This design comes from an exercise in tuning for small area and a short achievable clock period on the open sky130 flow, not from production work.
RTL that was checked went through simulation tests only; none was proved equivalent to the original.
Power is estimated from default activity; no workload was simulated.

== the reference run ==
==> module M216A_TopModule, before the edit <==
module M216A_TopModule(
    input  wire       clk_i,
    input  wire       rst_i,
    input  wire [4:0] width_i,
    input  wire [4:0] height_i,
    output wire [7:0] index_x_o,
    output wire [7:0] index_y_o,
    output wire [3:0] strike_o
);
    wire [4:0] h = height_i;
    reg s10, s4, s3, s9, s13, s8, s78, s5, s6, s7, valid;
    reg ab0, ab1, ab2;    
    always @(posedge clk_i) begin
        valid <= |h[4:2];
        ab0 <= h == 5'd5 || h == 5'd10;
        ab1 <= h == 5'd6 || h == 5'd11 || h == 5'd12;
        ab2 <= h == 5'd4 || h == 5'd9 || h == 5'd12;
        s10 <= h == 5'd4;
        s4  <= h == 5'd6 || h == 5'd7;
        s3  <= h == 5'd8 || h == 5'd9;
        s9  <= h == 5'd11 || h == 5'd12;
        s13 <= h >= 5'd13;
        s8  <= h == 5'd4 || h == 5'd5;
        s78 <= h == 5'd7 || h == 5'd8;
        s5  <= h == 5'd9 || h == 5'd10;
        s6  <= h == 5'd5 || h == 5'd6;
        s7  <= h == 5'd10 || h == 5'd11;
    end
    wire [4:0] w = width_i;
    reg       started;
    reg [1:0] p;
    always @(posedge clk_i) begin
        if (rst_i) begin
            started <= 1'b0;
            p <= 2'd0;
        end else begin
            if (valid) started <= 1'b1;
            if (valid | started) p <= p + 2'd1;
        end
    end
    wire clr = ~started;
    reg  [52:1] RH, RT;
    wire [3:0] T1  = RT[4:1],   T2  = RT[8:5],   T3  = RT[12:9],  T4  = RT[16:13];
    wire [3:0] T5  = RT[20:17], T6  = RT[24:21], T7  = RT[28:25], T8  = RT[32:29];
    wire [3:0] T9  = RT[36:33], T10 = RT[40:37], T11 = RT[44:41], T12 = RT[48:45];
    wire [3:0] T13 = RT[52:49];
    wire [3:0] A0 = {4{s10}} & T10 | {4{s4}} & T4 | {4{s3}} & T3 | {4{s9}} & T9
                  | {4{s13}} & T13 | {4{ab0}};
    wire [3:0] A1 = {4{s8}} & T8 | {4{s78}} & T1 | {4{s5}} & T5 | {4{s13}} & T12
                  | {4{ab1}};
    wire [3:0] A2 = {4{s6}} & T6 | {4{s78}} & T2 | {4{s7}} & T7 | {4{s13}} & T11
                  | {4{ab2}};
    wire p01 = ~(s78 & s3);
    wire p02 = ~(s78 & s3 | s4 & s6 | s9 & s7);
    function cmp4;
        input [3:0] a, b;
        input c;
        integer i;
        reg r;
        begin
            r = c;
            for (i = 0; i < 4; i = i + 1)
                r = (~a[i] & b[i]) | (~a[i] & r) | (b[i] & r);
            cmp4 = r;
        end
    endfunction
    wire [3:0] klo = 4'd0 - w[3:0];
    wire [3:0] kn  = p[0] ? 4'd7 : klo;
    reg le01, le02, le12, f0, f1, f2;
    always @(posedge clk_i) begin
        le01 <= cmp4(A0, A1, p[0] ? le01 : p01);
        le02 <= cmp4(A0, A2, p[0] ? le02 : p02);
        le12 <= cmp4(A1, A2, ~p[0] | le12);
        f0   <= cmp4(A0, kn, ~p[0] | f0);
        f1   <= cmp4(A1, kn, ~p[0] | f1);
        f2   <= cmp4(A2, kn, ~p[0] | f2);
    end
    wire win0 = le01 & le02;
    wire win1 = ~le01 & le12;
    wire win2 = ~win0 & ~win1;
    wire fit = win0 & f0 | win1 & f1 | win2 & f2;
    reg wr0, wr1, wr2;
    always @(posedge clk_i) begin
        wr0 <= win0;
        wr1 <= win1;
        wr2 <= win2;
    end
    wire sel0 = p[0] ? wr0 : win0;    
    wire sel1 = p[0] ? wr1 : win1;
    wire sel2 = p[0] ? wr2 : win2;
    wire [3:0] Tsel = {4{sel0}} & A0 | {4{sel1}} & A1 | {4{sel2}} & A2;
    wire [3:0] cid = {4{win0 & s10}} & 4'd9 | {4{win0 & s4}} & 4'd3 | {4{win0 & s3}} & 4'd2
                   | {4{win0 & s9}} & 4'd8 | {4{win0 & s13}} & 4'd14
                   | {4{win1 & s8}} & 4'd7 | {4{win1 & s78}} & 4'd0 | {4{win1 & s5}} & 4'd4
                   | {4{win1 & s13}} & 4'd12
                   | {4{win2 & s6}} & 4'd5 | {4{win2 & s78}} & 4'd1 | {4{win2 & s7}} & 4'd6
                   | {4{win2 & s13}} & 4'd10;
    reg [4:0] wr;    
    reg [6:0] xq;
    reg inc;
    always @(posedge clk_i) begin
        wr <= width_i;
        if (p == 2'd2) xq[3:0] <= Tsel;
        if (p == 2'd3) xq[6:4] <= Tsel[2:0];
    end
    wire [4:0] lsum = xq[3:0] + wr[3:0];
    always @(posedge clk_i) inc <= lsum[4] | wr[4];
    wire [3:0] hsum = {1'b0, xq[6:4]} + {3'b0, inc};
    wire [3:0] sum = p[0] ? lsum[3:0] : hsum;    
    localparam NONE = 4'd15, STRIKE = 4'd13;
    reg [3:0] code;
    always @(posedge clk_i) begin
        if (rst_i)
            code <= NONE;
        else if (p == 2'd2)
            code <= ~valid ? NONE : (fit ? cid : STRIKE);
    end
    wire wph = p[0] ~^ p[1];    
    function [3:0] sc;    
        input integer s;
        sc = s <= 11 ? s - 1 : (s == 12 ? 4'd12 : 4'd14);
    endfunction
    wire [3:0] wdat = sum & {4{~clr}};
    reg  [13:1] wen;
    integer s;
    always @(*) begin
        for (s = 1; s <= 13; s = s + 1)
            wen[s] = clr | (wph & (code == sc(s)));
    end
    always @(posedge clk_i) begin
        for (s = 1; s <= 13; s = s + 1) begin
            RH[4*s -: 4] <= RT[4*s -: 4];
            RT[4*s -: 4] <= wen[s] ? wdat : RH[4*s -: 4];
        end
    end
    wire [6:0] ytab = {code, code == 4'd9, code == 4'd5 || code == 4'd7,
                       code == 4'd3 || code == 4'd7};
    reg ld, strike;
    always @(posedge clk_i) begin
        ld     <= ~rst_i & (p == 2'd1) & (code != NONE);
        strike <= code == STRIKE;
    end
    reg [6:0] xo, yo;
    reg       xy7;
    reg [3:0] so;
    always @(posedge clk_i) begin
        if (rst_i) begin
            xo  <= 7'd0;
            yo  <= 7'd0;
            xy7 <= 1'b0;
            so  <= 4'd0;
        end else if (ld) begin
            xo  <= strike ? 7'd0 : xq;
            yo  <= strike ? 7'd0 : ytab;
            xy7 <= strike;
            if (strike) so <= so + 4'd1;
        end
    end
    assign index_x_o = {xy7, xo};
    assign index_y_o = {xy7, yo};
    assign strike_o  = so;
endmodule
==> flow/config.mk <==
export PLATFORM = sky130hd
export DESIGN_NAME = M216A_TopModule
export DESIGN_NICKNAME = M216A_TopModule
export VERILOG_FILES = /design/flow/design.v
export SDC_FILE = /design/flow/constraint.sdc
export NUM_CORES = 4
export LEC_CHECK = 0
export CAP_MARGIN = 20
export CORE_MARGIN = 2
export CORE_UTILIZATION = 40
export CTS_BUF_LIST = sky130_fd_sc_hd__clkbuf_4 sky130_fd_sc_hd__clkbuf_8
export GPL_TIMING_DRIVEN = 0
export SETUP_SLACK_MARGIN = 2.2
export SLEW_MARGIN = 20
export TNS_END_PERCENT = 5
==> flow/constraint.sdc <==
create_clock -name core_clock -period 4.0 [get_ports {clk_i}]
set_input_delay 0.8000 -clock core_clock [delete_from_list [all_inputs] [get_ports {clk_i}]]
set_output_delay 0.8000 -clock core_clock [all_outputs]
set_load 0.01 [all_outputs]
standard.sh (not shown) runs the stock make flow with config.mk's settings and CLKGATE_MAP_FILE= SYNTH_SCRIPT=/design/flow/synth_recipe.tcl, a recipe that flattens the netlist after the stock synthesis.
==> flow/flow/run.sh <==
#!/bin/bash
# Standard layout with two changes: the port buffers are buf_2 cells, and
# synthesis maps the logic with flow/abc.script instead of ORFS's
# abc_speed.script (same synthesis otherwise, so the registers are the
# standard synthesis's).  Each step's output goes to its own log here.
set -e
rm -rf scripts_abc
cp -r "$FLOW_HOME/scripts" scripts_abc
cp flow/abc.script scripts_abc/abc_speed.script
export BUFFER_PORTS_ARGS="-buffer_cell sky130_fd_sc_hd__buf_1"
bash standard.sh SCRIPTS_DIR="$PWD/scripts_abc" CTS_ARGS='-sink_clustering_enable -repair_clock_nets -dont_use_dummy_load -buf_list {sky130_fd_sc_hd__clkbuf_4 sky130_fd_sc_hd__clkbuf_8}' finish > standard.log 2>&1
==> flow/flow/abc.script <==
strash
&get -n
&fraig -x
&put
scorr
dc2
dretime
strash
&get -n
&dch -f
&nf
&put
Modified inputs, the trial run compared to the reference run
--- a/flow/design.v
+++ b/flow/design.v
@@ -5,31 +5,32 @@
     input  wire [4:0] height_i,
     output wire [7:0] index_x_o,
     output wire [7:0] index_y_o,
     output wire [3:0] strike_o
 );
     wire [4:0] h = height_i;
-    reg s10, s4, s3, s9, s13, s8, s78, s5, s6, s7, valid;
+    reg s10, s4, s3, s9, s13, s8, s78, s5, s6, s7;
     reg ab0, ab1, ab2;    
+    wire idle = ~|h[4:2];
     always @(posedge clk_i) begin
-        valid <= |h[4:2];
-        ab0 <= h == 5'd5 || h == 5'd10;
-        ab1 <= h == 5'd6 || h == 5'd11 || h == 5'd12;
-        ab2 <= h == 5'd4 || h == 5'd9 || h == 5'd12;
+        ab0 <= idle || h == 5'd5 || h == 5'd10;
+        ab1 <= idle || h == 5'd6 || h == 5'd11 || h == 5'd12;
+        ab2 <= idle || h == 5'd4 || h == 5'd9 || h == 5'd12;
         s10 <= h == 5'd4;
         s4  <= h == 5'd6 || h == 5'd7;
         s3  <= h == 5'd8 || h == 5'd9;
         s9  <= h == 5'd11 || h == 5'd12;
         s13 <= h >= 5'd13;
         s8  <= h == 5'd4 || h == 5'd5;
         s78 <= h == 5'd7 || h == 5'd8;
         s5  <= h == 5'd9 || h == 5'd10;
         s6  <= h == 5'd5 || h == 5'd6;
         s7  <= h == 5'd10 || h == 5'd11;
     end
     wire [4:0] w = width_i;
+    wire valid = ~(ab0 & ab1 & ab2);
     reg       started;
     reg [1:0] p;
     always @(posedge clk_i) begin
         if (rst_i) begin
             started <= 1'b0;
             p <= 2'd0;
@@ -86,75 +87,84 @@
         wr2 <= win2;
     end
     wire sel0 = p[0] ? wr0 : win0;    
     wire sel1 = p[0] ? wr1 : win1;
     wire sel2 = p[0] ? wr2 : win2;
     wire [3:0] Tsel = {4{sel0}} & A0 | {4{sel1}} & A1 | {4{sel2}} & A2;
-    wire [3:0] cid = {4{win0 & s10}} & 4'd9 | {4{win0 & s4}} & 4'd3 | {4{win0 & s3}} & 4'd2
-                   | {4{win0 & s9}} & 4'd8 | {4{win0 & s13}} & 4'd14
-                   | {4{win1 & s8}} & 4'd7 | {4{win1 & s78}} & 4'd0 | {4{win1 & s5}} & 4'd4
+    wire [3:0] cid = {4{win0 & s10}} & 4'd10 | {4{win0 & s4}} & 4'd4 | {4{win0 & s3}} & 4'd3
+                   | {4{win0 & s9}} & 4'd9 | {4{win0 & s13}} & 4'd13
+                   | {4{win1 & s8}} & 4'd8 | {4{win1 & s78}} & 4'd1 | {4{win1 & s5}} & 4'd5
                    | {4{win1 & s13}} & 4'd12
-                   | {4{win2 & s6}} & 4'd5 | {4{win2 & s78}} & 4'd1 | {4{win2 & s7}} & 4'd6
-                   | {4{win2 & s13}} & 4'd10;
+                   | {4{win2 & s6}} & 4'd6 | {4{win2 & s78}} & 4'd2 | {4{win2 & s7}} & 4'd7
+                   | {4{win2 & s13}} & 4'd11;
     reg [4:0] wr;    
     reg [6:0] xq;
     reg inc;
     always @(posedge clk_i) begin
         wr <= width_i;
         if (p == 2'd2) xq[3:0] <= Tsel;
         if (p == 2'd3) xq[6:4] <= Tsel[2:0];
     end
     wire [4:0] lsum = xq[3:0] + wr[3:0];
     always @(posedge clk_i) inc <= lsum[4] | wr[4];
     wire [3:0] hsum = {1'b0, xq[6:4]} + {3'b0, inc};
     wire [3:0] sum = p[0] ? lsum[3:0] : hsum;    
-    localparam NONE = 4'd15, STRIKE = 4'd13;
     reg [3:0] code;
     always @(posedge clk_i) begin
         if (rst_i)
-            code <= NONE;
+            code <= 4'd0;
         else if (p == 2'd2)
-            code <= ~valid ? NONE : (fit ? cid : STRIKE);
+            code <= ~valid ? 4'd0 : (fit ? cid : 4'd15);
     end
     wire wph = p[0] ~^ p[1];    
-    function [3:0] sc;    
-        input integer s;
-        sc = s <= 11 ? s - 1 : (s == 12 ? 4'd12 : 4'd14);
-    endfunction
     wire [3:0] wdat = sum & {4{~clr}};
     reg  [13:1] wen;
     integer s;
     always @(*) begin
         for (s = 1; s <= 13; s = s + 1)
-            wen[s] = clr | (wph & (code == sc(s)));
+            wen[s] = clr | (wph & (code == s));
     end
     always @(posedge clk_i) begin
         for (s = 1; s <= 13; s = s + 1) begin
             RH[4*s -: 4] <= RT[4*s -: 4];
             RT[4*s -: 4] <= wen[s] ? wdat : RH[4*s -: 4];
         end
     end
-    wire [6:0] ytab = {code, code == 4'd9, code == 4'd5 || code == 4'd7,
-                       code == 4'd3 || code == 4'd7};
-    reg ld, strike;
-    always @(posedge clk_i) begin
-        ld     <= ~rst_i & (p == 2'd1) & (code != NONE);
-        strike <= code == STRIKE;
+    reg [7:0] ytab;
+    always @(*) begin
+        case (code)
+            4'd1:  ytab = 8'd0;
+            4'd2:  ytab = 8'd8;
+            4'd3:  ytab = 8'd16;
+            4'd4:  ytab = 8'd25;
+            4'd5:  ytab = 8'd32;
+            4'd6:  ytab = 8'd42;
+            4'd7:  ytab = 8'd48;
+            4'd8:  ytab = 8'd59;
+            4'd9:  ytab = 8'd64;
+            4'd10: ytab = 8'd76;
+            4'd11: ytab = 8'd80;
+            4'd12: ytab = 8'd96;
+            4'd13: ytab = 8'd112;
+            default: ytab = 8'd128;
+        endcase
     end
+    wire ld = (p == 2'd2) & (code != 4'd0);
+    wire strike = code == 4'd15;
     reg [6:0] xo, yo;
     reg       xy7;
     reg [3:0] so;
     always @(posedge clk_i) begin
         if (rst_i) begin
             xo  <= 7'd0;
             yo  <= 7'd0;
             xy7 <= 1'b0;
             so  <= 4'd0;
         end else if (ld) begin
             xo  <= strike ? 7'd0 : xq;
-            yo  <= strike ? 7'd0 : ytab;
+            yo  <= ytab[6:0];
             xy7 <= strike;
             if (strike) so <= so + 4'd1;
         end
     end
     assign index_x_o = {xy7, xo};
     assign index_y_o = {xy7, yo};
Going from the reference run to the trial run, the final sequential cell count was found to have gone down by 1.8%.
Diff the reference run -> the trial run: count of multi-input gates now larger; number of nets produced by synthesis moved up.
Compound-cell area share of the yosys netlist (the trial run over the reference run): decrease, 2.2 points
Comparing the reference run with the trial run, the global-route usage came out essentially unchanged.
Relative to the reference run, top fanout value on the critical path has increased by 3 in the trial run.
Post-route clock period utilization essentially unchanged between the reference run and the trial run.
STATUS wire length: the trial run loses against the reference run
Function was not checked in any run of this note: the RTL went through the layout flow alone.

* * *

M216A_TopModule, a different RTL version from the one above (not shown whole).
Size in the first run: roughly 580 cells after synthesis, ~170 flip-flops, about 5800 µm² of cells after synthesis.
==> module M216A_TopModule, before the edit <==
module M216A_TopModule(
    input  wire       clk_i,
    input  wire       rst_i,
    input  wire [4:0] width_i,
    input  wire [4:0] height_i,
    output wire [7:0] index_x_o,
    output wire [7:0] index_y_o,
    output wire [3:0] strike_o
);
    wire [4:0] h = height_i;
    reg s10, s4, s3, s9, s13, s8, s78, s5, s6, s7, valid;
    reg ab0, ab1, ab2;    
    always @(posedge clk_i) begin
        valid <= |h[4:2];
        ab0 <= h == 5'd5 || h == 5'd10;
        ab1 <= h == 5'd6 || h == 5'd11 || h == 5'd12;
        ab2 <= h == 5'd4 || h == 5'd9 || h == 5'd12;
        s10 <= h == 5'd4;
        s4  <= h == 5'd6 || h == 5'd7;
        s3  <= h == 5'd8 || h == 5'd9;
        s9  <= h == 5'd11 || h == 5'd12;
        s13 <= h >= 5'd13;
        s8  <= h == 5'd4 || h == 5'd5;
        s78 <= h == 5'd7 || h == 5'd8;
        s5  <= h == 5'd9 || h == 5'd10;
        s6  <= h == 5'd5 || h == 5'd6;
        s7  <= h == 5'd10 || h == 5'd11;
    end
    wire [4:0] w = width_i;
    reg       started;
    reg [1:0] p;
    always @(posedge clk_i) begin
        if (rst_i) begin
            started <= 1'b0;
            p <= 2'd0;
        end else begin
            if (valid) started <= 1'b1;
            if (valid | started) p <= p + 2'd1;
        end
    end
    wire clr = ~started;
    reg  [52:1] RH, RT;
    wire [3:0] T1  = RT[4:1],   T2  = RT[8:5],   T3  = RT[12:9],  T4  = RT[16:13];
    wire [3:0] T5  = RT[20:17], T6  = RT[24:21], T7  = RT[28:25], T8  = RT[32:29];
    wire [3:0] T9  = RT[36:33], T10 = RT[40:37], T11 = RT[44:41], T12 = RT[48:45];
    wire [3:0] T13 = RT[52:49];
    wire [3:0] A0 = {4{s10}} & T10 | {4{s4}} & T4 | {4{s3}} & T3 | {4{s9}} & T9
                  | {4{s13}} & T13 | {4{ab0}};
    wire [3:0] A1 = {4{s8}} & T8 | {4{s78}} & T1 | {4{s5}} & T5 | {4{s13}} & T12
                  | {4{ab1}};
    wire [3:0] A2 = {4{s6}} & T6 | {4{s78}} & T2 | {4{s7}} & T7 | {4{s13}} & T11
                  | {4{ab2}};
    wire p01 = ~(s78 & s3);
    wire p02 = ~(s78 & s3 | s4 & s6 | s9 & s7);
    function cmp4;
        input [3:0] a, b;
        input c;
        integer i;
        reg r;
        begin
            r = c;
            for (i = 0; i < 4; i = i + 1)
                r = (~a[i] & b[i]) | (~a[i] & r) | (b[i] & r);
            cmp4 = r;
        end
    endfunction
    wire [3:0] klo = 4'd0 - w[3:0];
    wire [3:0] kn  = p[0] ? 4'd7 : klo;
    reg le01, le02, le12, f0, f1, f2;
    always @(posedge clk_i) begin
        le01 <= cmp4(A0, A1, p[0] ? le01 : p01);
        le02 <= cmp4(A0, A2, p[0] ? le02 : p02);
        le12 <= cmp4(A1, A2, ~p[0] | le12);
        f0   <= cmp4(A0, kn, ~p[0] | f0);
        f1   <= cmp4(A1, kn, ~p[0] | f1);
        f2   <= cmp4(A2, kn, ~p[0] | f2);
    end
    wire win0 = le01 & le02;
    wire win1 = ~le01 & le12;
    wire win2 = ~win0 & ~win1;
    wire fit = win0 & f0 | win1 & f1 | win2 & f2;
    reg wr0, wr1, wr2;
    always @(posedge clk_i) begin
        wr0 <= win0;
        wr1 <= win1;
        wr2 <= win2;
    end
    wire sel0 = p[0] ? wr0 : win0;    
    wire sel1 = p[0] ? wr1 : win1;
    wire sel2 = p[0] ? wr2 : win2;
    wire [3:0] Tsel = {4{sel0}} & A0 | {4{sel1}} & A1 | {4{sel2}} & A2;
    wire [3:0] cid = {4{win0 & s10}} & 4'd10 | {4{win0 & s4}} & 4'd4 | {4{win0 & s3}} & 4'd3
                   | {4{win0 & s9}} & 4'd9 | {4{win0 & s13}} & 4'd13
                   | {4{win1 & s8}} & 4'd8 | {4{win1 & s78}} & 4'd1 | {4{win1 & s5}} & 4'd5
                   | {4{win1 & s13}} & 4'd12
                   | {4{win2 & s6}} & 4'd6 | {4{win2 & s78}} & 4'd2 | {4{win2 & s7}} & 4'd7
                   | {4{win2 & s13}} & 4'd11;
    reg [4:0] wr;    
    reg [6:0] xq;
    reg inc;
    always @(posedge clk_i) begin
        wr <= width_i;
        if (p == 2'd2) xq[3:0] <= Tsel;
        if (p == 2'd3) xq[6:4] <= Tsel[2:0];
    end
    wire [4:0] lsum = xq[3:0] + wr[3:0];
    always @(posedge clk_i) inc <= lsum[4] | wr[4];
    wire [3:0] hsum = {1'b0, xq[6:4]} + {3'b0, inc};
    wire [3:0] sum = p[0] ? lsum[3:0] : hsum;    
    reg [3:0] code;
    always @(posedge clk_i) begin
        if (rst_i)
            code <= 4'd0;
        else if (p == 2'd2)
            code <= ~valid ? 4'd0 : (fit ? cid : 4'd15);
    end
    wire wph = p[0] ~^ p[1];    
    wire [3:0] wdat = sum & {4{~clr}};
    reg  [13:1] wen;
    integer s;
    always @(*) begin
        for (s = 1; s <= 13; s = s + 1)
            wen[s] = clr | (wph & (code == s));
    end
    always @(posedge clk_i) begin
        for (s = 1; s <= 13; s = s + 1) begin
            RH[4*s -: 4] <= RT[4*s -: 4];
            RT[4*s -: 4] <= wen[s] ? wdat : RH[4*s -: 4];
        end
    end
    reg [7:0] ytab;
    always @(*) begin
        case (code)
            4'd1:  ytab = 8'd0;
            4'd2:  ytab = 8'd8;
            4'd3:  ytab = 8'd16;
            4'd4:  ytab = 8'd25;
            4'd5:  ytab = 8'd32;
            4'd6:  ytab = 8'd42;
            4'd7:  ytab = 8'd48;
            4'd8:  ytab = 8'd59;
            4'd9:  ytab = 8'd64;
            4'd10: ytab = 8'd76;
            4'd11: ytab = 8'd80;
            4'd12: ytab = 8'd96;
            4'd13: ytab = 8'd112;
            default: ytab = 8'd128;
        endcase
    end
    reg ld, strike;
    always @(posedge clk_i) begin
        ld     <= ~rst_i & (p == 2'd1) & (code != 4'd0);
        strike <= code == 4'd15;
    end
    reg [6:0] xo, yo;
    reg       xy7;
    reg [3:0] so;
    always @(posedge clk_i) begin
        if (rst_i) begin
            xo  <= 7'd0;
            yo  <= 7'd0;
            xy7 <= 1'b0;
            so  <= 4'd0;
        end else if (ld) begin
            xo  <= strike ? 7'd0 : xq;
            yo  <= ytab[6:0];
            xy7 <= strike;
            if (strike) so <= so + 4'd1;
        end
    end
    assign index_x_o = {xy7, xo};
    assign index_y_o = {xy7, yo};
    assign strike_o  = so;
endmodule
clock: 4.0 ns
lec_check: 0
cap_margin: 20
core_margin: 2
core_utilization: 40
cts_buf_list: sky130_fd_sc_hd__clkbuf_4 sky130_fd_sc_hd__clkbuf_8
gpl_timing_driven: 0
setup_slack_margin: 2.05
slew_margin: 20
==> flow/flow/run.sh <==
#!/bin/bash
# Standard layout with two changes: the port buffers are buf_2 cells, and
# synthesis maps the logic with flow/abc.script instead of ORFS's
# abc_speed.script (same synthesis otherwise, so the registers are the
# standard synthesis's).  Each step's output goes to its own log here.
set -e
rm -rf scripts_abc
cp -r "$FLOW_HOME/scripts" scripts_abc
cp flow/abc.script scripts_abc/abc_speed.script
export BUFFER_PORTS_ARGS="-buffer_cell sky130_fd_sc_hd__buf_2"
bash standard.sh SCRIPTS_DIR="$PWD/scripts_abc" CTS_ARGS='-sink_clustering_enable -repair_clock_nets -dont_use_dummy_load -buf_list {sky130_fd_sc_hd__clkbuf_4 sky130_fd_sc_hd__clkbuf_8}' finish > standard.log 2>&1
Scripts as last shown in full above: flow/flow/abc.script
==> next run, changes <==
--- a/flow/design.v
+++ b/flow/design.v
@@ -102,9 +102,11 @@
         wr <= width_i;
         if (p == 2'd2) xq[3:0] <= Tsel;
         if (p == 2'd3) xq[6:4] <= Tsel[2:0];
     end
-    wire [4:0] lsum = xq[3:0] + wr[3:0];
+    reg [3:0] xl;    
+    always @(posedge clk_i) xl <= Tsel;
+    wire [4:0] lsum = xl + wr[3:0];
     always @(posedge clk_i) inc <= lsum[4] | wr[4];
     wire [3:0] hsum = {1'b0, xq[6:4]} + {3'b0, inc};
     wire [3:0] sum = p[0] ? lsum[3:0] : hsum;    
     reg [3:0] code;
Effect: Synthesized cell count goes up by about 0.34%; setup slack improves by 0.0031 ns; first-iteration DRC count goes down by about 5%; clock-buffer cell count stays the same; sequential cell count goes up by 4; clock power goes up by about 2%; via count goes up by about 0.35%; final cell count stays flat; sequential power goes up by about 3%; hold slack degrades by 0.011 ns; total power goes up by 1.8%.
Function not checked in the second run of this note: the RTL went through the layout flow alone.

port drivers added, routing unchanged:
How much do the figures lean on ideal ports? The routed layouts below were timed once more, with nothing changed but the port constraints.
Step 1, drivers: a clkbuf_16 drives clk_i and a buf_2 each remaining input, both assumed.
Step 2 also shifts input and output timing later by t, the mid clock arrival at the registers, as if the neighbouring blocks saw the same clock.
Three values: no drivers, after step 1, after step 2; two values: the first two.
run | t (ns) | slack for setup (ns) | worst hold slack (ns)
the reference run | 0.480 | 2.099 / 2.099 / 1.619 | 0.345 / 0.345 / 0.345
the trial run | 0.485 | 2.103 / 2.103 / 1.661 | 0.346 / 0.346 / 0.346
the first run of note 2 | 0.487 | 2.102 / 2.102 / 1.689 | 0.349 / 0.349 / 0.349
the second run of note 2 | 0.480 | 2.105 / 2.105 / 1.781 | 0.338 / 0.338 / 0.338
After both steps every run listed still meets setup and hold. The setup slack of the reference run, which loses most, moves by 0.000 ns with the drivers and by -0.480 ns with both steps.
